Context: an optimization exercise on an open-source flow, tuned for small area, a short achievable clock period and few clock cycles. The choices shown serve that exercise and are no tape-out recipe. Function was checked by simulation only, so behaviour that the tests miss may differ from the original.

==> design/flow/design.v <==
module PetitBateau(
   input 	     clk,
   input 	     reset,  
   input 	     wr,     
   input [31:2]      instr,  
   input [31:0]      rs1,
   input [31:0]      rs2,
   input [31:0]      rs3,
   output 	 busy,
   output [31:0] out 	
);
   parameter PRECISE_DIV = 1;
   reg X_sign; reg signed [8:0] X_exp; reg signed [49:0] X_frac;
   reg Y_sign; reg signed [8:0] Y_exp; reg signed [49:0] Y_frac;
   assign out = {X_sign, X_exp[7:0], X_frac[46:24]};
   reg A_sign; reg [7:0] A_exp; reg [23:0] A_frac;
   reg B_sign; reg [7:0] B_exp; reg [23:0] B_frac;
   reg C_sign; reg [7:0] C_exp; reg [23:0] C_frac;
   reg D_sign; reg [7:0] D_exp; reg [23:0] D_frac;
   reg E_sign; reg [7:0] E_exp; reg [23:0] E_frac;
   localparam FPMI_READY           = 0; 
   localparam FPMI_LOAD_XY         = 1;    
   localparam FPMI_LOAD_XY_MUL     = 2;    
   localparam FPMI_ADD_SWAP        = 3;    
   localparam FPMI_ADD_SHIFT       = 4;    
   localparam FPMI_ADD_ADD         = 5;    
   localparam FPMI_ADD_NORM        = 6;    
   localparam FPMI_CMP             = 7;    
   localparam FPMI_MV_A_X          =  8;   
   localparam FPMI_MV_B_D          =  9;   
   localparam FPMI_MV_B_NH_D       = 10;   
   localparam FPMI_MV_B_E          = 11;   
   localparam FPMI_MV_C_A          = 12;   
   localparam FPMI_MV_E_X          = 13;   
   localparam FPMI_FRCP_PROLOG     = 14;   
   localparam FPMI_FRCP_ITER1      = 15;   
   localparam FPMI_FRCP_ITER2      = 16;   
   localparam FPMI_FRCP_EPILOG     = 17;   
   localparam FPMI_FDIV_EPILOG     = 18;   
   localparam FPMI_FRSQRT_PROLOG   = 19;   
   localparam FPMI_FP_TO_INT       = 20;   
   localparam FPMI_INT_TO_FP       = 21;   
   localparam FPMI_MIN_MAX         = 22;   
   localparam FPMI_LOAD_Y_ROUND    = 23;   
   localparam FPMI_NB              = 24;
   localparam FPMI_EXIT_FLAG_bit   = 1+$clog2(FPMI_NB);
   localparam FPMI_EXIT_FLAG       = 1 << FPMI_EXIT_FLAG_bit;
   reg [6:0] 	             fpmi_PC;     
   reg [1+$clog2(FPMI_NB):0] fpmi_instr;  
   wire [FPMI_NB-1:0] fpmi_is = 1 << fpmi_instr[$clog2(FPMI_NB):0]; 
   assign busy = !fpmi_is[FPMI_READY];
   localparam FPMI_ROM_SIZE=82 + (12 + 18)*PRECISE_DIV; 
   localparam [6:0] FPMPROG_CMP       = 7'd1;
   localparam [6:0] FPMPROG_ADD       = 7'd3;
   localparam [6:0] FPMPROG_MUL       = 7'd8;
   localparam [6:0] FPMPROG_MADD      = 7'd9;
   localparam [6:0] FPMPROG_DIV       = 7'd14;
   localparam [6:0] FPMPROG_FP_TO_INT = 7'd76;
   localparam [6:0] FPMPROG_INT_TO_FP = 7'd78;
   localparam [6:0] FPMPROG_SQRT      = 7'd81;
   localparam [6:0] FPMPROG_MIN_MAX   = 7'd110;
   reg [1+$clog2(FPMI_NB):0] fpmi_ROM_q;
   wire [6:0] fpmi_ROM_addr;
   always @(*) begin
      case(fpmi_ROM_addr)
            7'd0: fpmi_ROM_q = 7'h40;
            7'd1: fpmi_ROM_q = 7'h01;
            7'd2: fpmi_ROM_q = 7'h47;
            7'd3: fpmi_ROM_q = 7'h01;
            7'd4: fpmi_ROM_q = 7'h03;
            7'd5: fpmi_ROM_q = 7'h04;
            7'd6: fpmi_ROM_q = 7'h05;
            7'd7: fpmi_ROM_q = 7'h46;
            7'd8: fpmi_ROM_q = 7'h42;
            7'd9: fpmi_ROM_q = 7'h02;
            7'd10: fpmi_ROM_q = 7'h03;
            7'd11: fpmi_ROM_q = 7'h04;
            7'd12: fpmi_ROM_q = 7'h05;
            7'd13: fpmi_ROM_q = 7'h46;
            7'd14: fpmi_ROM_q = 7'h0e;
            7'd15: fpmi_ROM_q = 7'h02;
            7'd16: fpmi_ROM_q = 7'h03;
            7'd17: fpmi_ROM_q = 7'h04;
            7'd18: fpmi_ROM_q = 7'h05;
            7'd19: fpmi_ROM_q = 7'h06;
            7'd20: fpmi_ROM_q = 7'h0f;
            7'd21: fpmi_ROM_q = 7'h02;
            7'd22: fpmi_ROM_q = 7'h03;
            7'd23: fpmi_ROM_q = 7'h04;
            7'd24: fpmi_ROM_q = 7'h05;
            7'd25: fpmi_ROM_q = 7'h06;
            7'd26: fpmi_ROM_q = 7'h10;
            7'd27: fpmi_ROM_q = 7'h02;
            7'd28: fpmi_ROM_q = 7'h03;
            7'd29: fpmi_ROM_q = 7'h04;
            7'd30: fpmi_ROM_q = 7'h05;
            7'd31: fpmi_ROM_q = 7'h06;
            7'd32: fpmi_ROM_q = 7'h0f;
            7'd33: fpmi_ROM_q = 7'h02;
            7'd34: fpmi_ROM_q = 7'h03;
            7'd35: fpmi_ROM_q = 7'h04;
            7'd36: fpmi_ROM_q = 7'h05;
            7'd37: fpmi_ROM_q = 7'h06;
            7'd38: fpmi_ROM_q = 7'h10;
            7'd39: fpmi_ROM_q = 7'h02;
            7'd40: fpmi_ROM_q = 7'h03;
            7'd41: fpmi_ROM_q = 7'h04;
            7'd42: fpmi_ROM_q = 7'h05;
            7'd43: fpmi_ROM_q = 7'h06;
            7'd44: fpmi_ROM_q = 7'h0f;
            7'd45: fpmi_ROM_q = 7'h02;
            7'd46: fpmi_ROM_q = 7'h03;
            7'd47: fpmi_ROM_q = 7'h04;
            7'd48: fpmi_ROM_q = 7'h05;
            7'd49: fpmi_ROM_q = 7'h06;
            7'd50: fpmi_ROM_q = 7'h10;
            7'd51: fpmi_ROM_q = 7'h02;
            7'd52: fpmi_ROM_q = 7'h03;
            7'd53: fpmi_ROM_q = 7'h04;
            7'd54: fpmi_ROM_q = 7'h05;
            7'd55: fpmi_ROM_q = 7'h06;
            7'd56: fpmi_ROM_q = 7'h17;
            7'd57: fpmi_ROM_q = 7'h05;
            7'd58: fpmi_ROM_q = 7'h06;
            7'd59: fpmi_ROM_q = 7'h11;
            7'd60: fpmi_ROM_q = 7'h02;
            7'd61: fpmi_ROM_q = 7'h12;
            7'd62: fpmi_ROM_q = 7'h08;
            7'd63: fpmi_ROM_q = 7'h02;
            7'd64: fpmi_ROM_q = 7'h03;
            7'd65: fpmi_ROM_q = 7'h04;
            7'd66: fpmi_ROM_q = 7'h05;
            7'd67: fpmi_ROM_q = 7'h06;
            7'd68: fpmi_ROM_q = 7'h0c;
            7'd69: fpmi_ROM_q = 7'h09;
            7'd70: fpmi_ROM_q = 7'h08;
            7'd71: fpmi_ROM_q = 7'h02;
            7'd72: fpmi_ROM_q = 7'h03;
            7'd73: fpmi_ROM_q = 7'h04;
            7'd74: fpmi_ROM_q = 7'h05;
            7'd75: fpmi_ROM_q = 7'h46;
            7'd76: fpmi_ROM_q = 7'h01;
            7'd77: fpmi_ROM_q = 7'h54;
            7'd78: fpmi_ROM_q = 7'h15;
            7'd79: fpmi_ROM_q = 7'h05;
            7'd80: fpmi_ROM_q = 7'h46;
            7'd81: fpmi_ROM_q = 7'h13;
            7'd82: fpmi_ROM_q = 7'h02;
            7'd83: fpmi_ROM_q = 7'h08;
            7'd84: fpmi_ROM_q = 7'h0a;
            7'd85: fpmi_ROM_q = 7'h02;
            7'd86: fpmi_ROM_q = 7'h03;
            7'd87: fpmi_ROM_q = 7'h04;
            7'd88: fpmi_ROM_q = 7'h05;
            7'd89: fpmi_ROM_q = 7'h06;
            7'd90: fpmi_ROM_q = 7'h08;
            7'd91: fpmi_ROM_q = 7'h0b;
            7'd92: fpmi_ROM_q = 7'h02;
            7'd93: fpmi_ROM_q = 7'h0d;
            7'd94: fpmi_ROM_q = 7'h08;
            7'd95: fpmi_ROM_q = 7'h0b;
            7'd96: fpmi_ROM_q = 7'h02;
            7'd97: fpmi_ROM_q = 7'h08;
            7'd98: fpmi_ROM_q = 7'h0a;
            7'd99: fpmi_ROM_q = 7'h02;
            7'd100: fpmi_ROM_q = 7'h03;
            7'd101: fpmi_ROM_q = 7'h04;
            7'd102: fpmi_ROM_q = 7'h05;
            7'd103: fpmi_ROM_q = 7'h06;
            7'd104: fpmi_ROM_q = 7'h08;
            7'd105: fpmi_ROM_q = 7'h0b;
            7'd106: fpmi_ROM_q = 7'h02;
            7'd107: fpmi_ROM_q = 7'h08;
            7'd108: fpmi_ROM_q = 7'h09;
            7'd109: fpmi_ROM_q = 7'h42;
            7'd110: fpmi_ROM_q = 7'h01;
            7'd111: fpmi_ROM_q = 7'h56;
            default: fpmi_ROM_q = 7'h00;
      endcase
   end
   reg [6:0] fpmprog;
   always @(*) begin
      case(1'b1)
	isFLT   | isFLE   | isFEQ               : fpmprog = FPMPROG_CMP[6:0];
	isFADD  | isFSUB                        : fpmprog = FPMPROG_ADD[6:0];
	isFMUL                                  : fpmprog = FPMPROG_MUL[6:0];
	isFMADD | isFMSUB | isFNMADD | isFNMSUB : fpmprog = FPMPROG_MADD[6:0];
	isFDIV                                  : fpmprog = FPMPROG_DIV[6:0];
	isFSQRT                                 : fpmprog = FPMPROG_SQRT[6:0];
	isFCVTWS | isFCVTWUS  : fpmprog = FPMPROG_FP_TO_INT[6:0];
	isFCVTSW | isFCVTSWU  : fpmprog = FPMPROG_INT_TO_FP[6:0];
	isFMIN   | isFMAX     : fpmprog = FPMPROG_MIN_MAX[6:0];
	default               : fpmprog = 0;
      endcase
   end
   wire [6:0] fpmi_PC_next = 
               wr                             ? fpmprog   :
	       fpmi_instr[FPMI_EXIT_FLAG_bit] ? 0         : 
                                                fpmi_PC+1 ;
   assign fpmi_ROM_addr = fpmi_PC_next;
   always @(posedge clk) begin
      if(!reset) begin
         fpmi_PC <= 0;
         fpmi_instr <= FPMI_READY | FPMI_EXIT_FLAG;
      end else begin
         fpmi_PC <= fpmi_PC_next;
         fpmi_instr <= fpmi_ROM_q;
      end
   end
   always @(posedge clk) begin
      if(wr) begin
         {A_sign, A_exp, A_frac} <= {rs1[31],rs1[30:23],(|rs1[30:23]?{1'b1,rs1[22:0]}:24'b0)};
         {B_sign, B_exp, B_frac} <= {rs2[31],rs2[30:23],(|rs2[30:23]?{1'b1,rs2[22:0]}:24'b0)};
         {C_sign, C_exp, C_frac} <= {rs3[31],rs3[30:23],(|rs3[30:23]?{1'b1,rs3[22:0]}:24'b0)};
         {E_sign, E_exp, E_frac[22:0]} <= rs1; E_frac[23] <= 1'b1;	 
	 case(1'b1)
	   isFSGNJ           : {X_sign, X_exp[7:0], X_frac[46:24]} <= {         rs2[31], rs1[30:0]};
	   isFSGNJN          : {X_sign, X_exp[7:0], X_frac[46:24]} <= {        !rs2[31], rs1[30:0]};
	   isFSGNJX          : {X_sign, X_exp[7:0], X_frac[46:24]} <= { rs1[31]^rs2[31], rs1[30:0]};
	   isFCLASS          : {X_sign, X_exp[7:0], X_frac[46:24]} <= fclass;
           isFMVXW | isFMVWX : {X_sign, X_exp[7:0], X_frac[46:24]} <= rs1;
	 endcase 
      end else if(busy) begin 
	 case(1'b1)
	   fpmi_is[FPMI_LOAD_XY]: begin
	      X_sign <= A_sign;
	      X_frac <= {2'b0, A_frac, 24'd0};
	      X_exp  <= {1'b0, A_exp}; 
	      Y_sign <= B_sign ^ isFSUB;
	      Y_frac <= {2'b0, B_frac, 24'd0};
	      Y_exp  <= {1'b0, B_exp}; 
	   end
	   fpmi_is[FPMI_LOAD_XY_MUL]: begin
	      X_sign <= A_sign ^ B_sign ^ (isFNMSUB | isFNMADD);
	      X_frac <= prod_Z ? 0 :  
                          (prod_frac[47] ? prod_frac : {prod_frac[48:0],1'b0}); 
	      X_exp  <= prod_Z ? 0 : prod_exp_norm;
	      Y_sign <= C_sign ^ (isFMSUB | isFNMADD);
	      Y_frac <= {2'b0, C_frac, 24'd0};
	      Y_exp  <= {1'b0, C_exp};
	   end
	   fpmi_is[FPMI_ADD_SWAP]: begin
	      if(fabsY_LT_fabsX) begin
		 X_frac <= (X_sign ^ Y_sign) ? -Y_frac : Y_frac; 
		 Y_frac <= X_frac;
		 X_exp  <= Y_exp;  Y_exp  <= X_exp;
		 X_sign <= Y_sign; Y_sign <= X_sign;
	      end else if(X_sign ^ Y_sign) begin
		 X_frac <= -X_frac;
	      end
	   end
	   fpmi_is[FPMI_ADD_SHIFT]: begin
	      ;
	      X_frac <= X_frac >>> exp_diff;  
	      X_exp <= Y_exp;
	   end
	   fpmi_is[FPMI_ADD_ADD]: begin
	      X_frac      <= frac_sum[49:0];
	      X_sign      <= Y_sign;
	      norm_lshamt <= frac_sum_clz - 16;
	      X_exp_norm <= X_exp + 16 - {3'b000,frac_sum_clz};
	   end
	   fpmi_is[FPMI_ADD_NORM]: begin
	      if(X_exp_norm <= 0 || (X_frac == 0)) begin
		 X_frac <= 0;
		 X_exp <= 0;
	      end else begin
		 X_frac <= X_frac[48] ? (X_frac >> 1) : X_frac << norm_lshamt;
		 X_exp  <= X_exp_norm;
	      end
	   end
	   fpmi_is[FPMI_LOAD_Y_ROUND]: begin
	      Y_sign <= X_sign;
	      Y_exp  <= X_exp;
	      Y_frac <= X_frac[23] ? (1 << 24) : 50'd0; 
	   end
	   fpmi_is[FPMI_CMP]: begin
	      {X_sign, X_exp[7:0], X_frac[46:24]} <= { 31'b0, 
			    isFLT && X_LT_Y || 
			    isFLE && X_LE_Y || 
			    isFEQ && X_EQ_Y
                          };
	   end
	   fpmi_is[FPMI_MV_B_D] : 
         {B_sign, B_exp, B_frac} <= {D_sign, D_exp, D_frac};
	   fpmi_is[FPMI_MV_B_E] : 
         {B_sign, B_exp, B_frac} <= {E_sign, E_exp, E_frac};
	   fpmi_is[FPMI_MV_A_X] : 
         {A_sign, A_exp, A_frac} <= {X_sign,X_exp[7:0],X_frac[47:24]};
	   fpmi_is[FPMI_MV_C_A] : 
         {C_sign, C_exp, C_frac} <= {A_sign, A_exp, A_frac};
	   fpmi_is[FPMI_MV_E_X] : 
         {E_sign, E_exp, E_frac} <= {X_sign,X_exp[7:0],X_frac[47:24]};
	   fpmi_is[FPMI_MV_B_NH_D]: 
	                {B_sign, B_exp, B_frac} <= {1'b1,D_exp-8'd1,D_frac};
	   fpmi_is[FPMI_FRCP_PROLOG]: begin
         {D_sign, D_exp, D_frac} <= {A_sign, A_exp, A_frac};
         {E_sign, E_exp, E_frac} <= {B_sign, B_exp, B_frac};
         {A_sign, A_exp, A_frac} <= {1'b1,8'd126,B_frac}; 
         {B_sign, B_exp, B_frac[22:0]} <= 32'h3FF0F0F1; B_frac[23] <= 1'b1;  
         {C_sign, C_exp, C_frac[22:0]} <= 32'h4034B4B5; C_frac[23] <= 1'b1;  
	   end
	   fpmi_is[FPMI_FRCP_ITER1]: begin
         {A_sign, A_exp, A_frac} <= {1'b1,8'd126,E_frac};              
         {B_sign, B_exp, B_frac} <= {X_sign,X_exp[7:0],X_frac[47:24]};  
         {C_sign, C_exp, C_frac[22:0]} <= PRECISE_DIV ? 32'h3f800000 : 32'h40000000; C_frac[23] <= 1'b1; 
	   end
	   fpmi_is[FPMI_FRCP_ITER2]: begin
         {A_sign, A_exp, A_frac} <= {X_sign,X_exp[7:0],X_frac[47:24]};  
         {C_sign, C_exp, C_frac} <= {B_sign, B_exp, B_frac};
	   end
	   fpmi_is[FPMI_FRCP_EPILOG]: begin
         {A_sign, A_exp, A_frac} <= {E_sign,frcp_exp[7:0],X_frac[47:24]};
         {B_sign, B_exp, B_frac} <= {D_sign, D_exp, D_frac};
	   end
	   fpmi_is[FPMI_FDIV_EPILOG]: begin
         {B_sign, B_exp, B_frac} <= {!E_sign,E_exp,E_frac};  
         {C_sign, C_exp, C_frac} <= {D_sign, D_exp, D_frac};
         {D_sign, D_exp, D_frac} <= {A_sign, A_exp, A_frac};
	   end
	   fpmi_is[FPMI_FRSQRT_PROLOG]: begin
         {D_sign, D_exp, D_frac[22:0]} <= rs1; D_frac[23] <= 1'b1;
         {E_sign, E_exp, E_frac[22:0]} <= rsqrt_doom_magic; E_frac[23] <= 1'b1;
         {A_sign, A_exp, A_frac[22:0]} <= rsqrt_doom_magic; A_frac[23] <= 1'b1;
         {B_sign, B_exp, B_frac[22:0]} <= rsqrt_doom_magic; B_frac[23] <= 1'b1;
         {C_sign, C_exp, C_frac[22:0]} <= 32'h3fc00000; C_frac[23] <= 1'b1;  
	   end
	   fpmi_is[FPMI_FP_TO_INT]: begin
	      {X_sign, X_exp[7:0], X_frac[46:24]} <= 
               (isFCVTWUS | !X_sign) ? X_fcvt_ftoi_shifted 
                                     : -$signed(X_fcvt_ftoi_shifted);
	   end
	   fpmi_is[FPMI_INT_TO_FP]: begin
	      X_frac <= 0;
	      X_exp  <= 127+23+6;
	      Y_frac <= 
	         (isFCVTSWU | !E_sign) ? {E_sign, E_exp, E_frac[22:0], 18'd0}
                           : {-$signed({E_sign, E_exp, E_frac[22:0]}), 18'd0};
	      Y_sign <= isFCVTSW & E_sign;
	   end 
	   fpmi_is[FPMI_MIN_MAX]: begin
	      {X_sign, X_exp[7:0], X_frac[46:24]} <=  (X_LT_Y ^ isFMAX)
		                 ? {X_sign, X_exp[7:0], X_frac[46:24]}
	 	                 : {Y_sign, Y_exp[7:0], Y_frac[46:24]};
	   end
	 endcase 
      end
   end
   wire signed [8:0]  exp_sum   = Y_exp + X_exp;
   wire signed [8:0]  exp_diff  = Y_exp - X_exp;
   wire expX_EQ_expY   = (exp_diff  == 0);
   wire fracX_EQ_fracY = (frac_diff == 0);
   wire fabsX_EQ_fabsY = (expX_EQ_expY && fracX_EQ_fracY);
   wire fabsX_LT_fabsY = (!exp_diff[8] && !expX_EQ_expY) || 
                           (expX_EQ_expY && !fracX_EQ_fracY && !frac_diff[50]);
   wire fabsX_LE_fabsY = (!exp_diff[8] && !expX_EQ_expY) || 
                                              (expX_EQ_expY && !frac_diff[50]);
   wire fabsY_LT_fabsX = exp_diff[8] || (expX_EQ_expY && frac_diff[50]);
   wire fabsY_LE_fabsX = exp_diff[8] || 
                           (expX_EQ_expY && (frac_diff[50] || fracX_EQ_fracY));
   wire X_LT_Y = X_sign && !Y_sign ||
	         X_sign &&  Y_sign && fabsY_LT_fabsX ||
 		!X_sign && !Y_sign && fabsX_LT_fabsY ;
   wire X_LE_Y = X_sign && !Y_sign ||
		 X_sign &&  Y_sign && fabsY_LE_fabsX ||
 	        !X_sign && !Y_sign && fabsX_LE_fabsY ;
   wire X_EQ_Y = fabsX_EQ_fabsY && (X_sign == Y_sign);
   wire signed [50:0] frac_sum  = Y_frac + X_frac;
   wire signed [50:0] frac_diff = Y_frac - X_frac;
   wire [49:0] prod_frac = A_frac * B_frac;  
   wire signed [8:0] prod_exp_norm = A_exp+B_exp-127+{7'b0,prod_frac[47]};
   wire prod_Z = (prod_exp_norm <= 0) || !(|prod_frac[47:46]);
   wire [5:0] 	              frac_sum_clz;
   CLZ clz2({13'b0,frac_sum}, frac_sum_clz);
   reg [5:0] 		      norm_lshamt;  
   reg signed [8:0] X_exp_norm;
   wire signed [8:0]  frcp_exp  = 9'd126 + X_exp - $signed({1'b0, E_exp});
   wire [31:0] rsqrt_doom_magic = 32'h5f3759df - {1'b0,A_exp, A_frac[22:1]};
   wire signed [8:0]  fcvt_ftoi_shift = A_exp - 9'd127 - 9'd23 - 9'd6; 
   wire signed [8:0]  neg_fcvt_ftoi_shift = -fcvt_ftoi_shift;
   wire [31:0] 	X_fcvt_ftoi_shifted =  fcvt_ftoi_shift[8] ?  
                        (|neg_fcvt_ftoi_shift[8:5]  ?  0 :   
                     ({X_frac[49:18]} >> neg_fcvt_ftoi_shift[4:0])) : 
                     ({X_frac[49:18]} << fcvt_ftoi_shift[4:0]);
   wire rs1_exp_Z   = (rs1[30:23] == 0  );
   wire rs1_exp_255 = (rs1[30:23] == 255);
   wire rs1_frac_Z  = (rs1[22:0]  == 0  );
   wire [31:0] fclass = {
      22'b0,				    
      rs1_exp_255 &  rs1[22],                          
      rs1_exp_255 & !rs1[22] & (|rs1[21:0]),           
              !rs1[31] &  rs1_exp_255 & rs1_frac_Z,    
              !rs1[31] & !rs1_exp_Z   & !rs1_exp_255,  
              !rs1[31] &  rs1_exp_Z   & !rs1_frac_Z,   
              !rs1[31] &  rs1_exp_Z   & rs1_frac_Z,    
               rs1[31] &  rs1_exp_Z   & rs1_frac_Z,    
               rs1[31] &  rs1_exp_Z   & !rs1_frac_Z,   
               rs1[31] & !rs1_exp_Z   & !rs1_exp_255,  
               rs1[31] &  rs1_exp_255 & rs1_frac_Z     
   };
   reg isFMADD, isFMSUB, isFNMSUB, isFNMADD;
   reg isFADD, isFSUB, isFMUL, isFDIV, isFSQRT;
   reg isFSGNJ, isFSGNJN, isFSGNJX;
   reg isFMIN, isFMAX;
   reg isFEQ, isFLT, isFLE;
   reg isFCLASS, isFCVTWS, isFCVTWUS;
   reg isFCVTSW, isFCVTSWU;
   reg isFMVXW, isFMVWX;
   always @(*) begin
      isFMADD   = (instr[4:2] == 3'b000);  
      isFMSUB   = (instr[4:2] == 3'b001);  
      isFNMSUB  = (instr[4:2] == 3'b010);  
      isFNMADD  = (instr[4:2] == 3'b011);  
      isFADD    = (instr[4] && (instr[31:27] == 5'b00000));
      isFSUB    = (instr[4] && (instr[31:27] == 5'b00001));
      isFMUL    = (instr[4] && (instr[31:27] == 5'b00010));
      isFDIV    = (instr[4] && (instr[31:27] == 5'b00011));
      isFSQRT   = (instr[4] && (instr[31:27] == 5'b01011));   
      isFSGNJ  = (instr[4] && (instr[31:27]==5'b00100)&&(instr[13:12]==2'b00));
      isFSGNJN = (instr[4] && (instr[31:27]==5'b00100)&&(instr[13:12]==2'b01));
      isFSGNJX = (instr[4] && (instr[31:27]==5'b00100)&&(instr[13:12]==2'b10));
      isFMIN    = (instr[4] && (instr[31:27] == 5'b00101) && !instr[12]);
      isFMAX    = (instr[4] && (instr[31:27] == 5'b00101) &&  instr[12]);
      isFEQ =(instr[4] && (instr[31:27]==5'b10100) && (instr[13:12] == 2'b10));
      isFLT =(instr[4] && (instr[31:27]==5'b10100) && (instr[13:12] == 2'b01));
      isFLE =(instr[4] && (instr[31:27]==5'b10100) && (instr[13:12] == 2'b00));
      isFCLASS  = (instr[4] && (instr[31:27] == 5'b11100) &&  instr[12]); 
      isFCVTWS  = (instr[4] && (instr[31:27] == 5'b11000) && !instr[20]);
      isFCVTWUS = (instr[4] && (instr[31:27] == 5'b11000) &&  instr[20]);
      isFCVTSW  = (instr[4] && (instr[31:27] == 5'b11010) && !instr[20]);
      isFCVTSWU = (instr[4] && (instr[31:27] == 5'b11010) &&  instr[20]);
      isFMVXW   = (instr[4] && (instr[31:27] == 5'b11100) && !instr[12]);
      isFMVWX   = (instr[4] && (instr[31:27] == 5'b11110));
   end
endmodule   
module CLZ #(
   parameter W_IN = 64,  
   parameter W_OUT = $clog2(W_IN)	     
) (
   input wire [W_IN-1:0]   in,
   output wire [W_OUT-1:0] out
);
  generate
     if(W_IN == 2) begin
	assign out = !in[1];
     end else begin
	wire [W_OUT-2:0] half_count;
	wire [W_IN/2-1:0] lhs = in[W_IN/2 +: W_IN/2];
	wire [W_IN/2-1:0] rhs = in[0      +: W_IN/2];
	wire left_empty = ~|lhs;
	CLZ #(
	  .W_IN(W_IN/2)
        ) inner(
           .in(left_empty ? rhs : lhs),
           .out(half_count)		
	);
	assign out = {left_empty, half_count};
     end
  endgenerate
endmodule   
module FemtoRV32(
   input          clk,
   output [31:0] mem_addr,   
   output [31:0] mem_wdata,  
   output  [3:0] mem_wmask,  
   input  [31:0] mem_rdata,  
   output        mem_rstrb,  
   input         mem_rbusy,  
   input         mem_wbusy,  
   input         interrupt_request,
   input         reset       
);
   function [31:0] flip32;
      input [31:0] x;
      flip32 = {x[ 0], x[ 1], x[ 2], x[ 3], x[ 4], x[ 5], x[ 6], x[ 7], 
		x[ 8], x[ 9], x[10], x[11], x[12], x[13], x[14], x[15], 
		x[16], x[17], x[18], x[19], x[20], x[21], x[22], x[23],
		x[24], x[25], x[26], x[27], x[28], x[29], x[30], x[31]};
   endfunction
   parameter RESET_ADDR       = 32'h00000000;
   parameter ADDR_WIDTH       = 24;
   wire [2:0] funct3 = instr[14:12];
    wire [7:0] funct3Is = 8'b00000001 << instr[14:12];
   wire [31:0] Uimm={    instr[31],   instr[30:12], {12{1'b0}}};
   wire [31:0] Iimm={{21{instr[31]}}, instr[30:20]};
   /*verilator lint_off UNUSED*/  
   wire [31:0] Simm={{21{instr[31]}}, instr[30:25],instr[11:7]};
   wire [31:0] Bimm={{20{instr[31]}}, instr[7],instr[30:25],instr[11:8],1'b0};
   wire [31:0] Jimm={{12{instr[31]}}, instr[19:12],instr[20],instr[30:21],1'b0};
   /*verilator lint_on UNUSED*/
   wire isLoad    =  (instr[6:3] == 4'b0000 );  
   wire isALUimm  =  (instr[6:2] == 5'b00100);  
   wire isAUIPC   =  (instr[6:2] == 5'b00101);  
   wire isStore   =  (instr[6:3] == 4'b0100 );  
   wire isALUreg  =  (instr[6:2] == 5'b01100);  
   wire isLUI     =  (instr[6:2] == 5'b01101);  
   wire isBranch  =  (instr[6:2] == 5'b11000);  
   wire isJALR    =  (instr[6:2] == 5'b11001);  
   wire isJAL     =  (instr[6:2] == 5'b11011);  
   wire isSYSTEM  =  (instr[6:2] == 5'b11100);  
   wire isFPU     =  (instr[6:5] == 2'b10);     
   wire isALU = isALUimm | isALUreg;
   reg [31:0] rs1;
   reg [31:0] rs2;
   reg [31:0] rs3;  
   reg [31:0] registerFile [63:0];  
   wire [31:0] aluIn1 = rs1;
   wire [31:0] aluIn2 = isALUreg | isBranch ? rs2 : Iimm;
   wire aluWr;  
   wire [31:0] aluPlus = aluIn1 + aluIn2;
   wire [32:0] aluMinus = {1'b1, ~aluIn2} + {1'b0,aluIn1} + 33'b1;
   wire        LT  = (aluIn1[31] ^ aluIn2[31]) ? aluIn1[31] : aluMinus[32];
   wire        LTU = aluMinus[32];
   wire        EQ  = (aluMinus[31:0] == 0);
   wire [31:0] shifter_in = funct3Is[1] ? flip32(aluIn1) : aluIn1;
   /*verilator lint_off WIDTH*/
   wire [31:0] shifter = 
               $signed({instr[30] & aluIn1[31], shifter_in}) >>> aluIn2[4:0];
   /*verilator lint_on WIDTH*/
   wire [31:0] leftshift = flip32(shifter);
   wire funcM     = instr[25];
   wire isDivide  = isALUreg & funcM & instr[14];
   wire aluBusy   = |div_cnt;  
   wire isMULH   = funct3Is[1];
   wire isMULHSU = funct3Is[2];
   wire sign1 = aluIn1[31] &  isMULH;
   wire sign2 = aluIn2[31] & (isMULH | isMULHSU);
   wire signed [32:0] signed1 = {sign1, aluIn1};
   wire signed [32:0] signed2 = {sign2, aluIn2};
   wire signed [63:0]  multiply = signed1 * signed2;      
   wire [31:0] aluOut_base =
     (funct3Is[0]  ? instr[30] & instr[5] ? aluMinus[31:0] : aluPlus : 32'b0) |
     (funct3Is[1]  ? leftshift                                       : 32'b0) |
     (funct3Is[2]  ? {31'b0, LT}                                     : 32'b0) |
     (funct3Is[3]  ? {31'b0, LTU}                                    : 32'b0) |
     (funct3Is[4]  ? aluIn1 ^ aluIn2                                 : 32'b0) |
     (funct3Is[5]  ? shifter                                         : 32'b0) |
     (funct3Is[6]  ? aluIn1 | aluIn2                                 : 32'b0) |
     (funct3Is[7]  ? aluIn1 & aluIn2                                 : 32'b0) ;
   reg [31:0]  aluOut_mul;
   always @(posedge clk) begin
      aluOut_mul <= funct3Is[0] ? multiply[31:0] : multiply[63:32];
   end
   reg [31:0]  aluOut_div;
   always @(posedge clk) begin
      case(1'b1)
	 instr[13] &  div_sign: aluOut_div <= -dividend;
	 instr[13] & !div_sign: aluOut_div <=  dividend;
	!instr[13] &  div_sign: aluOut_div <= -quotient;
	!instr[13] & !div_sign: aluOut_div <=  quotient;	
      endcase
   end
   reg [31:0] aluOut;
   always @(*) begin
      case(1'b1)
	isALUreg & funcM &  instr[14]: aluOut = aluOut_div;
	isALUreg & funcM & !instr[14]: aluOut = aluOut_mul;
	default: aluOut = aluOut_base;
      endcase
   end
   reg [31:0] dividend;
   reg [62:0] divisor;
   reg [31:0] quotient;
   reg [5:0]  div_cnt;
   reg div_sign;
   always @(posedge clk) begin
      if (aluWr) begin
	 div_sign <= ~instr[12] & (instr[13] ? aluIn1[31] : 
                                  (aluIn1[31] != aluIn2[31]) & |aluIn2);
         dividend <=   ~instr[12] & aluIn1[31] ? -aluIn1 : aluIn1;
         divisor  <= {(~instr[12] & aluIn2[31] ? -aluIn2 : aluIn2), 31'b0};
         quotient <= 0;
	 div_cnt <= isDivide ? 33 : 0;  
      end else if (!reset) begin
	 div_cnt <= 0;
      end else begin
	 if(aluBusy) div_cnt <= div_cnt - 1;
      end
      if(|div_cnt[5:1]) begin 
         divisor <= divisor >> 1;
	 if(divisor <= {31'b0, dividend}) begin
	    quotient <= {quotient[30:0],1'b1};
	    dividend <= dividend - divisor[31:0];
	 end else begin
	    quotient <= {quotient[30:0],1'b0};	    
	 end
      end
   end 
   wire predicate = funct3Is[0] &  EQ  |  
                    funct3Is[1] & !EQ  |  
                    funct3Is[4] &  LT  |  
                    funct3Is[5] & !LT  |  
                    funct3Is[6] &  LTU |  
                    funct3Is[7] & !LTU ;  
   always @(posedge clk) begin
      if(state[WAIT_INSTR_bit]) begin
	 rs1 <= ({raw_rs1IsFP,raw_instr[19:15]} == 6'd0) ? 32'b0 :
                registerFile[{raw_rs1IsFP,raw_instr[19:15]}];
	 rs2 <= ({raw_rs2IsFP,raw_instr[24:20]} == 6'd0) ? 32'b0 :
                registerFile[{raw_rs2IsFP,raw_instr[24:20]}];
	 rs3 <= registerFile[{1'b1,       raw_instr[31:27]}];
      end else if(state[DECOMPRESS_GETREGS_bit]) begin
	 rs1 <= ({decomp_rs1IsFP,instr[19:15]} == 6'd0) ? 32'b0 :
                registerFile[{decomp_rs1IsFP,instr[19:15]}];
	 rs2 <= ({decomp_rs2IsFP,instr[24:20]} == 6'd0) ? 32'b0 :
                registerFile[{decomp_rs2IsFP,instr[24:20]}];
      end else if(writeBack & !fpuBusy) begin
	 if(rdIsFP || |instr[11:7]) begin
            registerFile[{rdIsFP,instr[11:7]}] <= writeBackData;
	 end
      end
   end
   wire fpuBusy;
   wire [31:0] fpuOut;
   PetitBateau FPU(
      .clk(clk),
      .reset(reset),
      .wr(state[EXECUTE_bit] & isFPU),
      .instr(instr[31:2]),
      .rs1(rs1),
      .rs2(rs2),
      .rs3(rs3),
      .busy(fpuBusy),		   
      .out(fpuOut)		   
   );
   wire rdIsFP = (instr[6:2] == 5'b00001)             ||  
	         (instr[6:4] == 3'b100  )             ||  
	         (instr[6:4] == 3'b101 && (
                            (instr[31]    == 1'b0)    ||  
			    (instr[31:28] == 4'b1101) ||  
			    (instr[31:28] == 4'b1111)     
			 )
                 );
   wire raw_rs1IsFP = (raw_instr[6:5]   == 2'b10 ) &&  
                     !((raw_instr[4:2]  == 3'b100) && (
                      (raw_instr[31:28] == 4'b1101) ||  
     	              (raw_instr[31:28] == 4'b1111)     
                    )						    
		  );
   wire decomp_rs1IsFP = (instr[6:5]   == 2'b10 ) &&  
                     !((instr[4:2]  == 3'b100) && (
                      (instr[31:28] == 4'b1101) ||  
     	              (instr[31:28] == 4'b1111)     
                    )						    
		  );
   wire raw_rs2IsFP = (raw_instr[6:5] == 2'b10) || (raw_instr[6:2]==5'b01001);
   wire decomp_rs2IsFP =  (instr[6:5] == 2'b10) || (instr[6:2]==5'b01001);   
   reg  [ADDR_WIDTH-1:0] PC;  
   reg  [31:2] instr;         
   wire [ADDR_WIDTH-1:0] PCplus2 = PC + 2;
   wire [ADDR_WIDTH-1:0] PCplus4 = PC + 4;
   wire [ADDR_WIDTH-1:0] PCinc   = long_instr ? PCplus4 : PCplus2;
   wire [ADDR_WIDTH-1:0] PCplusImm = PC + ( instr[3] ? Jimm[ADDR_WIDTH-1:0] :
                                            instr[4] ? Uimm[ADDR_WIDTH-1:0] :
                                                       Bimm[ADDR_WIDTH-1:0] );
   wire [ADDR_WIDTH-1:0] loadstore_addr = rs1[ADDR_WIDTH-1:0] +
                   (instr[5] ? Simm[ADDR_WIDTH-1:0] : Iimm[ADDR_WIDTH-1:0]);
   /*verilator lint_off WIDTH*/
   assign mem_addr =   state[WAIT_INSTR_bit] | state[FETCH_INSTR_bit] ?
                       fetch_second_half ? {PCplus4[ADDR_WIDTH-1:2], 2'b00}
                                         : {PC     [ADDR_WIDTH-1:2], 2'b00}
                       : loadstore_addr  ;
   /*verilator lint_on WIDTH*/
   reg  interrupt_request_sticky;
   wire interrupt = interrupt_request_sticky & mstatus & ~mcause;
   wire interrupt_accepted = interrupt & state[EXECUTE_bit];        
   always @(posedge clk) begin
     interrupt_request_sticky <= 
         interrupt_request | (interrupt_request_sticky & ~interrupt_accepted);
   end
   wire interrupt_return = isSYSTEM & funct3Is[0];  
   reg  [ADDR_WIDTH-1:0] mepc;     
   reg  [ADDR_WIDTH-1:0] mtvec;    
   reg                   mstatus;  
   reg                   mcause;   
   reg  [63:0]           cycles;   
   always @(posedge clk) cycles <= cycles + 1;
   wire sel_mstatus = (instr[31:20] == 12'h300);
   wire sel_mtvec   = (instr[31:20] == 12'h305);
   wire sel_mepc    = (instr[31:20] == 12'h341);
   wire sel_mcause  = (instr[31:20] == 12'h342);
   wire sel_cycles  = (instr[31:20] == 12'hC00);
   wire sel_cyclesh = (instr[31:20] == 12'hC80);
   /*verilator lint_off WIDTH*/   
   wire [31:0] CSR_read =
     (sel_mstatus ? {28'b0, mstatus, 3'b0} : 32'b0) |
     (sel_mtvec   ? mtvec                  : 32'b0) |
     (sel_mepc    ? mepc                   : 32'b0) |
     (sel_mcause  ? {mcause, 31'b0}        : 32'b0) |
     (sel_cycles  ? cycles[31:0]           : 32'b0) |
     (sel_cyclesh ? cycles[63:32]          : 32'b0) ;
   /*verilator lint_on WIDTH*/
   wire [31:0] CSR_modifier = instr[14] ? {27'd0, instr[19:15]} : rs1; 
   wire [31:0] CSR_write = (instr[13:12] == 2'b10) ? CSR_modifier | CSR_read  :
                           (instr[13:12] == 2'b11) ? ~CSR_modifier & CSR_read :
                           CSR_modifier ;
   always @(posedge clk) begin
      if(!reset) begin
	 mstatus <= 0;
      end else begin
	 if (isSYSTEM & (instr[14:12] != 0) & state[EXECUTE_bit]) begin
	    if (sel_mstatus) mstatus <= CSR_write[3];
	    if (sel_mtvec  ) mtvec   <= CSR_write[ADDR_WIDTH-1:0];
	 end
      end
   end
   /*verilator lint_off WIDTH*/
   wire [31:0] writeBackData  =
      (isSYSTEM            ? CSR_read  : 32'b0) |   
      (isLUI               ? Uimm      : 32'b0) |   
      (isALU               ? aluOut    : 32'b0) |   
      (isFPU               ? fpuOut    : 32'b0) |   
      (isAUIPC             ? PCplusImm : 32'b0) |   
      (isJALR   | isJAL    ? PCinc     : 32'b0) |   
      (isLoad              ? LOAD_data : 32'b0) ;   
   /*verilator lint_on WIDTH*/
   wire mem_byteAccess     = !instr[2] && (instr[13:12] == 2'b00); 
   wire mem_halfwordAccess = !instr[2] && (instr[13:12] == 2'b01); 
   wire LOAD_sign =
        !instr[14] & (mem_byteAccess ? LOAD_byte[7] : LOAD_halfword[15]);
   wire [31:0] LOAD_data =
         mem_byteAccess ? {{24{LOAD_sign}},     LOAD_byte} :
     mem_halfwordAccess ? {{16{LOAD_sign}}, LOAD_halfword} :
                          mem_rdata ;
   wire [15:0] LOAD_halfword =
               loadstore_addr[1] ? mem_rdata[31:16] : mem_rdata[15:0];
   wire  [7:0] LOAD_byte =
               loadstore_addr[0] ? LOAD_halfword[15:8] : LOAD_halfword[7:0];
   assign mem_wdata[ 7: 0] = rs2[7:0];
   assign mem_wdata[15: 8] = loadstore_addr[0] ? rs2[7:0]  : rs2[15: 8];
   assign mem_wdata[23:16] = loadstore_addr[1] ? rs2[7:0]  : rs2[23:16];
   assign mem_wdata[31:24] = loadstore_addr[0] ? rs2[7:0]  :
                             loadstore_addr[1] ? rs2[15:8] : rs2[31:24];
   wire [3:0] STORE_wmask =
              mem_byteAccess      ?
                    (loadstore_addr[1] ?
                          (loadstore_addr[0] ? 4'b1000 : 4'b0100) :
                          (loadstore_addr[0] ? 4'b0010 : 4'b0001)
                    ) :
              mem_halfwordAccess ?
                    (loadstore_addr[1] ? 4'b1100 : 4'b0011) :
              4'b1111;
   reg [ADDR_WIDTH-1:2] cached_addr;
   reg           [31:0] cached_data;
   wire current_cache_hit = cached_addr == PC     [ADDR_WIDTH-1:2];
   wire    next_cache_hit = cached_addr == PC_new [ADDR_WIDTH-1:2];
   wire current_unaligned_long = &cached_mem [17:16] & PC    [1];
   wire    next_unaligned_long = &cached_data[17:16] & PC_new[1];
   reg fetch_second_half;
   reg long_instr;
   wire [31:0] cached_mem   = current_cache_hit ? cached_data : mem_rdata;
   wire [31:0] raw_instr = PC[1] ? {mem_rdata[15:0], cached_mem[31:16]} 
                                    : cached_mem;
   wire [31:0] decompressed;
   decompressor _decomp ( .c(raw_instr[15:0]), .d(decompressed) );
   localparam FETCH_INSTR_bit          = 0;
   localparam WAIT_INSTR_bit           = 1;
   localparam DECOMPRESS_GETREGS_bit   = 2;   
   localparam EXECUTE_bit              = 3;
   localparam WAIT_ALU_OR_MEM_bit      = 4;
   localparam WAIT_ALU_OR_MEM_SKIP_bit = 5;
   localparam NB_STATES                = 6;
   localparam FETCH_INSTR          = 1 << FETCH_INSTR_bit;
   localparam WAIT_INSTR           = 1 << WAIT_INSTR_bit;
   localparam DECOMPRESS_GETREGS   = 1 << DECOMPRESS_GETREGS_bit;   
   localparam EXECUTE              = 1 << EXECUTE_bit;
   localparam WAIT_ALU_OR_MEM      = 1 << WAIT_ALU_OR_MEM_bit;
   localparam WAIT_ALU_OR_MEM_SKIP = 1 << WAIT_ALU_OR_MEM_SKIP_bit;
   reg [NB_STATES-1:0] state;
   wire writeBack = ~(isBranch | isStore ) & !fpuBusy & (
            state[EXECUTE_bit] | 
	    state[WAIT_ALU_OR_MEM_bit] | 
            state[WAIT_ALU_OR_MEM_SKIP_bit]
   );
   assign mem_rstrb = state[EXECUTE_bit] & isLoad | state[FETCH_INSTR_bit];
   assign mem_wmask = {4{state[EXECUTE_bit] & isStore}} & STORE_wmask;
   assign aluWr = state[EXECUTE_bit] & isALU;
   wire jumpToPCplusImm = isJAL | (isBranch & predicate);
   wire needToWait = isLoad  | 
                     isStore | 
                     isALUreg & funcM    | 
                     isFPU;  
   wire [ADDR_WIDTH-1:0] PC_new = 
           isJALR           ? {aluPlus[ADDR_WIDTH-1:1],1'b0} :
           jumpToPCplusImm  ? PCplusImm :
           interrupt_return ? mepc :
                              PCinc;
   always @(posedge clk) begin
      if(!reset) begin
         state             <= WAIT_ALU_OR_MEM;      
         PC                <= RESET_ADDR[ADDR_WIDTH-1:0];
         mcause            <= 0;
         cached_addr       <= {ADDR_WIDTH-2{1'b1}}; 
         fetch_second_half <= 0;
      end else begin
	 case(1'b1)
           state[WAIT_INSTR_bit]: begin
              if(!mem_rbusy) begin  
		 if (~current_cache_hit | fetch_second_half) begin
                    cached_addr <= mem_addr[ADDR_WIDTH-1:2];
                    cached_data <= mem_rdata;
		 end;
		 instr  <= &raw_instr[1:0] ? raw_instr[31:2] 
                                           : decompressed[31:2];
		 long_instr <= &raw_instr[1:0];
		 if (current_unaligned_long & ~fetch_second_half) begin
                    fetch_second_half <= 1;
                    state <= FETCH_INSTR;
		 end else begin
                    fetch_second_half <= 0;
                    state <= &raw_instr[1:0] ? EXECUTE : DECOMPRESS_GETREGS;
		 end
              end
           end
           state[DECOMPRESS_GETREGS_bit]: begin
	      state <= EXECUTE;
	   end
           state[EXECUTE_bit]: begin
              if (interrupt) begin
		 PC     <= mtvec;
		 mepc   <= PC_new;
		 mcause <= 1;
		 state  <= needToWait ? WAIT_ALU_OR_MEM : FETCH_INSTR;
              end else begin
;
		 PC <= PC_new;
		 if (interrupt_return) mcause <= 0;
		 state <= next_cache_hit & ~next_unaligned_long
  		        ? (needToWait ? WAIT_ALU_OR_MEM_SKIP : WAIT_INSTR)
			: (needToWait ? WAIT_ALU_OR_MEM      : FETCH_INSTR);
		 fetch_second_half <= next_cache_hit & next_unaligned_long;
              end
           end
           state[WAIT_ALU_OR_MEM_bit]: begin
              if(!aluBusy & !fpuBusy & !mem_rbusy & !mem_wbusy) begin
                 state <= FETCH_INSTR;
	      end
           end
           state[WAIT_ALU_OR_MEM_SKIP_bit]: begin
              if(!aluBusy & !fpuBusy & !mem_rbusy & !mem_wbusy) begin
                 state <= WAIT_INSTR;
	      end
           end
           default: begin  
              state <= WAIT_INSTR;
           end
	 endcase 
      end
   end
endmodule
module decompressor(
   input  wire [15:0] c,
   output reg  [31:0] d
);
   localparam illegal = 32'h0;
   localparam unknown = 32'h0;
   wire [4:0] rcl = {2'b01, c[4:2]};  
   wire [4:0] rch = {2'b01, c[9:7]};  
   wire [4:0] rwl  = c[ 6:2];   
   wire [4:0] rwh  = c[11:7];   
   localparam x0 = 5'b00000;
   localparam x1 = 5'b00001;
   localparam x2 = 5'b00010;   
   wire  [4:0]    shiftImm = c[6:2];
   wire [11:0] addi4spnImm = {2'b00, c[10:7], c[12:11], c[5], c[6], 2'b00};
   wire [11:0]     lwswImm = {5'b00000, c[5], c[12:10] , c[6], 2'b00};
   wire [11:0]     lwspImm = {4'b0000, c[3:2], c[12], c[6:4], 2'b00};
   wire [11:0]     swspImm = {4'b0000, c[8:7], c[12:9], 2'b00};
   wire [11:0] addi16spImm = {{ 3{c[12]}}, c[4:3], c[5], c[2], c[6], 4'b0000};
   wire [11:0]      addImm = {{ 7{c[12]}}, c[6:2]};
   /*verilator lint_off UNUSED*/
   wire [12:0]        bImm = {{ 5{c[12]}}, c[6:5], c[2], c[11:10], c[4:3], 1'b0};
   wire [20:0]      jalImm = {{10{c[12]}}, c[8], c[10:9], c[6], c[7], c[2], c[11], c[5:3], 1'b0};
   wire [31:0]      luiImm = {{15{c[12]}}, c[6:2], 12'b000000000000};
   /*verilator lint_on UNUSED*/
   always @*
   casez (c[15:0])
/*verilator lint_off CASEOVERLAP*/   
      16'b000___00000000_000_00 : d =                                                                       illegal ;  
      16'b000___????????_???_00 : d = {      addi4spnImm,             x2, 3'b000,                 rcl, 7'b00100_11} ;  
/*verilator lint_on CASEOVERLAP*/
      16'b010_???_???_??_???_00 : d = {          lwswImm,            rch, 3'b010,                 rcl, 7'b00000_11} ;  
      16'b110_???_???_??_???_00 : d = {    lwswImm[11:5],       rcl, rch, 3'b010,        lwswImm[4:0], 7'b01000_11} ;  
      16'b000_???_???_??_???_01 : d = {           addImm,            rwh, 3'b000,                 rwh, 7'b00100_11} ;  
      16'b001____???????????_01 : d = {     jalImm[20], jalImm[10:1], jalImm[11], jalImm[19:12],   x1, 7'b11011_11} ;  
      16'b010__?_?????_?????_01 : d = {           addImm,             x0, 3'b000,                 rwh, 7'b00100_11} ;  
      16'b011__?_00010_?????_01 : d = {      addi16spImm,            rwh, 3'b000,                 rwh, 7'b00100_11} ;  
      16'b011__?_?????_?????_01 : d = {    luiImm[31:12],                                         rwh, 7'b01101_11} ;  
      16'b100_?_00_???_?????_01 : d = {       7'b0000000,  shiftImm, rch, 3'b101,                 rch, 7'b00100_11} ;  
      16'b100_?_01_???_?????_01 : d = {       7'b0100000,  shiftImm, rch, 3'b101,                 rch, 7'b00100_11} ;  
      16'b100_?_10_???_?????_01 : d = {           addImm,            rch, 3'b111,                 rch, 7'b00100_11} ;  
      16'b100_011_???_00_???_01 : d = {       7'b0100000,       rcl, rch, 3'b000,                 rch, 7'b01100_11} ;  
      16'b100_011_???_01_???_01 : d = {       7'b0000000,       rcl, rch, 3'b100,                 rch, 7'b01100_11} ;  
      16'b100_011_???_10_???_01 : d = {       7'b0000000,       rcl, rch, 3'b110,                 rch, 7'b01100_11} ;  
      16'b100_011_???_11_???_01 : d = {       7'b0000000,       rcl, rch, 3'b111,                 rch, 7'b01100_11} ;  
      16'b101____???????????_01 : d = {     jalImm[20], jalImm[10:1], jalImm[11], jalImm[19:12],   x0, 7'b11011_11} ;  
      16'b110__???_???_?????_01 : d = {bImm[12], bImm[10:5],     x0, rch, 3'b000, bImm[4:1], bImm[11], 7'b11000_11} ;  
      16'b111__???_???_?????_01 : d = {bImm[12], bImm[10:5],     x0, rch, 3'b001, bImm[4:1], bImm[11], 7'b11000_11} ;  
      16'b000__?_?????_?????_10 : d = {        7'b0000000, shiftImm, rwh, 3'b001,                 rwh, 7'b00100_11} ;  
      16'b010__?_?????_?????_10 : d = {           lwspImm,            x2, 3'b010,                 rwh, 7'b00000_11} ;  
      16'b100__0_?????_00000_10 : d = {  12'b000000000000,           rwh, 3'b000,                  x0, 7'b11001_11} ;  
      16'b100__0_?????_?????_10 : d = {        7'b0000000,      rwl,  x0, 3'b000,                 rwh, 7'b01100_11} ;  
      16'b100__1_?????_00000_10 : d = {  12'b000000000000,           rwh, 3'b000,                  x1, 7'b11001_11} ;  
      16'b100__1_?????_?????_10 : d = {        7'b0000000,      rwl, rwh, 3'b000,                 rwh, 7'b01100_11} ;  
      16'b110__?_?????_?????_10 : d = {     swspImm[11:5],      rwl,  x2, 3'b010,        swspImm[4:0], 7'b01000_11} ;  
      16'b011_???_???_??_???_00 : d = {          lwswImm,            rch, 3'b010,                 rcl, 7'b00001_11} ;  
      16'b111_???_???_??_???_00 : d = {    lwswImm[11:5],       rcl, rch, 3'b010,        lwswImm[4:0], 7'b01001_11} ;  
      16'b011__?_?????_?????_10 : d = {           lwspImm,            x2, 3'b010,                 rwh, 7'b00001_11} ;  
      16'b111__?_?????_?????_10 : d = {     swspImm[11:5],      rwl,  x2, 3'b010,        swspImm[4:0], 7'b01001_11} ;  
     default: d = 32'bXXXXXXXXXXXXXXXXXXXXXXXXXXXXXXX;
   endcase
endmodule
==> design/flow/run.sh <==
#!/bin/bash
# synth_recipe.tcl (not shown) runs the flow's synth.tcl, then flattens the netlist and writes it again
# the make line also repeats each setting of config.mk as NAME=value (left out here)
make -C /OpenROAD-flow-scripts/flow DESIGN_CONFIG=/design/flow/config.mk WORK_HOME=/design/flow/orfs CLKGATE_MAP_FILE= SYNTH_SCRIPT=/design/flow/synth_recipe.tcl finish
==> design/flow/config.mk <==
export PLATFORM = sky130hd
export DESIGN_NAME = FemtoRV32
export DESIGN_NICKNAME = FemtoRV32
export VERILOG_FILES = /design/flow/design.v
export SDC_FILE = /design/flow/constraint.sdc
export NUM_CORES = 8
export LEC_CHECK = 0
export CAP_MARGIN = 20
export CORE_MARGIN = 2
export CORE_UTILIZATION = 40
export PLACE_DENSITY = 0.45
export SLEW_MARGIN = 20
==> design/flow/constraint.sdc <==
create_clock -name core_clock -period 15.0 [get_ports {clk}]
set_input_delay 3.0000 -clock core_clock [delete_from_list [all_inputs] [get_ports {clk}]]
set_output_delay 3.0000 -clock core_clock [all_outputs]
set_load 0.01 [all_outputs]
==> notes.md <==
Clock network
Once the clock tree was built, the resizer swapped 0 gates to a different size. The cell at the root of the clock tree is clkbuf_16. The number of sinks handled by clock tree synthesis is a little under 3000. The number of buffers added by the clock tree synthesis step is 366.

The setup fix buffers added after clock tree synthesis is 0. The largest buffer count on any clock path is 4. The clock-pin slew on the worst setup and hold paths is 0.06 ns. For this design, the CTS-stage hold fixing added 0 buffers. The insertion delay of the later-clocked pin in the worst-skew pair is 1.11 ns. The H-tree generated during clock tree synthesis spans 5 levels. TritonCTS built the clock tree.

Timing
The setup clock skew after layout is 0.0845 ns. The number of slew-limit violations in the final report is 0. The final-report setup violation count is 0. The worst slew margin relative to its limit is under 10%. Of the available clock period, the critical path in the final layout requires 91.5%. Derived from the worst setup path, the maximum achievable clock frequency is 72.9 MHz. The sum of negative setup slack is 0 ns. Setup repair after global routing left no endpoint under its margin. Subtracting the final worst setup slack from the clock period gives 13.72 ns. The final number of hold-violating endpoints is 0.

For the pin with the worst max-slew slack, the measured transition is ~1.3 ns.

Hold path
The classification of the worst-slack hold path is reg2reg.

Worst setup path
The type of the worst setup path is reg2reg. The data required time of the worst path is 15.91 ns. For the worst setup path, the data arrival time is around 15 ns. The biggest fanout along the worst timing path is 27.

The worst stage delay on the critical path is approximately 1.1 ns. The most frequent cell on the critical path is inv_1. The cell with the largest stage delay on the worst path is edfxtp_1.

The type of element capturing the critical path is a register. The worst setup path is launched from a register. The number of buffer and inverter instances along the worst setup path is 11. The critical path's top delay family is compound AO/OA/AOI/OAI gates.

For flop-to-flop paths, the worst setup slack is 1.28 ns.

Global route
The number of global-route vias before repair is 217000. Summed over all layers, the global routing overflow is 0. The first global-routing pass estimated about 1900000 um of wire.

Entering global routing, the biggest net connects 97 pins. The initial antenna violation count is approximately 180. The total global routing track utilization is about two fifths.

Synthesis
The average instance in the mapped netlist occupies around 11 sq um. Counting flops with a built-in enable in the synthesized netlist gives 2687. For this run, the number of Yosys warnings is 3.

In this run the cell area of the synthesized design comes to 274000 sq um. Of all flip-flops after synthesis, the portion carrying an async set or reset was 0%. The part of the Yosys area used for sequential elements is 30.9%. The register bit count reported by yosys is around 2900. The instance count of the mapped netlist is 24000. The xor-xnor portion of the synthesized cell area is 2.41%. Summing the areas of all compound-gate instances in the mapped netlist gives 9.80% of the synthesized area. The largest family of logic cells by synthesized area is multiplexers. The number of library cell types mapped by synthesis is roughly 110.

Summing the areas of all fa, ha and maj instances in the mapped netlist gives 15.3% of the synthesized area. The leading register cell type out of synthesis is edfxtp_1. The mux share of post-synthesis cell area is between 20% and 30%. The basic-gate share of the synthesized area counting and, or, nand and nor cells is 9.95%.

Die
The number of primary I/O pins is about 110. The floorplan has 304 rows. The floorplan step defined a die boundary enclosing 693000 sq um.

The die is between 800 and 900 um wide. In this run the vertical extent of the chip is 832 um. The floorplan core area is a little under 700000 sq um.

The initial cell density of the core is 40.1%.

Routing
The average wire length per cell after detail routing is 42.5 um. The average vias per placed instance is 6.91. In the routed design, unresolved DRC markers number 0. In this run, the number of DRC markers left after iteration 0 of detailed routing was ~36000.

The first-pass detailed-route iteration total is 10. The count of antenna-violating nets left after detailed routing is 0. The via count of the routed design is about 230k. Summed over all layers, the routed wires come to 1400000 um.

Placed design
The number of placed cells counting well taps is roughly 32000. The congestion estimate from routability-driven global placement came to 1.03. In this run the tool buffered the top-level ports with 97 buffer cells. The post-detailed-placement half-perimeter wirelength is just under 1000000 um.

Run
Across the run, the number of max-cap violations was 0.

Finish
Excluding fillers, the count of instances in the completed layout stands at 32900. Compared with the post-synthesis result, the final layout area differs by 9.76%. The fraction of the core area covered by cells at the end of the flow is 44.0%. The post-route netlist has a little over a fifth of its cells at a drive strength greater than 1. For this run, the post-layout net count is roughly 26000.

Status
The flow ran to the end and the layout has no timing, DRC or antenna violations.
==> metrics by stage <==
stage                     cell area [sq um]  worst slack, ns  hold WS, ns
after floorplan                      275000             3.66        0.384
after global placement               289000             1.46        0.400
after detailed placement             289000             1.50        0.418
after CTS                            301000             1.54        0.432
after global routing                 301000            0.823        0.448
final                                301000             1.28        0.434
==> cell type report <==
| type | instances | area (sq um) |
|---|---|---|
| fill | 63600 | 383000 |
| tap | 9027 | 11300 |
| sequential | 2886 | 84700 |
| timing repair buffer | 1026 | 8580 |
| multi-input combinational | 17200 | 177000 |
| inverter | 1999 | 7510 |
| clock buffer | 433 | 9550 |
| antenna | 117 | 293 |
| clock inverter | 233 | 2440 |
==> cells in the mapped netlist (199+ instances only) <==
cell         n  area share [%]
nand2_1   3015             4.1
mux4_2    2912              24
edfxtp_1  2687              29
inv_1     1978             2.7
fa_1      1618              12
clkbuf_1  1556             2.1
nor2_1    1464             2.0
a21oi_1   1158             2.1
o21ai_0   1092             2.0
ha_1       767             3.5
xnor2_1    530             1.7
mux2i_1    413             1.5
buf_1      374            0.51
and2_1     352            0.80
nand3_1    348            0.63
a211oi_1   236            0.65
nor3_1     230            0.42
xor2_1     224            0.72
dfxtp_1    199             1.5
==> registers in the layout, indices dropped and copies added (netlist names), 50 cells and up <==
register and cells:
FPU.X_frac 50, FPU.Y_frac 50, cycles 64, divisor 63, registerFile 2048
==> routing by layer <==
layer,share of wire [%],GRT usage [%]
met1,38,52.1
met3,13,13.8
met2,42,56.7
met5,0.040,0.102
met4,7.0,22.8
==> cell families after synthesis <==
logic type | after synthesis
adders and majority gates | 2385
and+or+nand+nor | 6225
muxes | 3507
xor gates and xnor gates | 754
buffers and inverters | 3998
AOI/OAI and AO/OA | 4244
other | 2
DFF | 2886
==> cells in the final DEF (no fill, tap or decap), types with 83 or more instances in the layout <==
cell type	n
nor2_1	1376
o22ai_1	163
ha_1	766
nor3_1	216
dfxtp_1	197
o31ai_1	83
clkdlybuf4s50_1	96
a21oi_1	1128
and2_1	349
a21o_1	139
clkbuf_16	369
mux4_2	2912
a31oi_1	176
nor4_1	90
o21ai_0	1069
nand2_1	3004
or3_1	106
nand2b_1	152
a311oi_1	114
buf_4	876
edfxtp_1	2687
inv_1	1966
mux2i_1	397
xor2_1	217
nand3_1	345
diode_2	117
o221ai_1	88
nand4_1	98
a22oi_1	99
xnor2_1	514
and3_1	113
a211oi_1	232
o211ai_1	161
fa_1	1615
mux2_2	181
==> path summary, 6_finish.rpt <==
path                           startpoint                  endpoint  cells past startpoint
setup / recovery  FPU.B_frac[7]$_DFFE_PP_  FPU.X_frac[30]$_DFFE_PP_                     46
hold / removal          cycles[0]$_DFF_P_         cycles[0]$_DFF_P_                      1
setup reg to reg  FPU.B_frac[7]$_DFFE_PP_  FPU.X_frac[30]$_DFFE_PP_                     46
hold reg to reg         cycles[0]$_DFF_P_         cycles[0]$_DFF_P_                      1
Testbench counts, summed over its fixed seeds: cycles 420,722.

-- afterwards: timing with drivers on the ports --
In the flow no input, the clock included, has a driving cell. The finished layout below was timed again as built, in two steps. Step 1 (the two cells are an assumption about what drives the block):
set clk [get_ports {clk}]
set_driving_cell -lib_cell sky130_fd_sc_hd__clkbuf_16 $clk
set_driving_cell -lib_cell sky130_fd_sc_hd__buf_2 [delete_from_list [all_inputs] $clk]
Step 2 adds t to the input delays and takes it off the output delays; t is the mean of the earliest and latest rising clock arrival at the registers after step 1. Input paths then give back, and output paths get back, about the clock's delay inside the block. Three values: ideal ports, drivers, drivers and shift; two values: the first two.
shift t [ns]: 1.206
slack for setup (ns): 1.282 / 1.282 / 1.282
hold WS [ns]: 0.434 / 0.434 / 0.434
latest minus earliest clock arrival (ns): 0.085 / 0.085
worst register clock-pin slew, ns: 0.08 / 0.08
After both steps setup and hold are still met in this run. For this run, drivers alone change the setup slack by 0.000 ns; drivers and shift together by 0.000 ns.
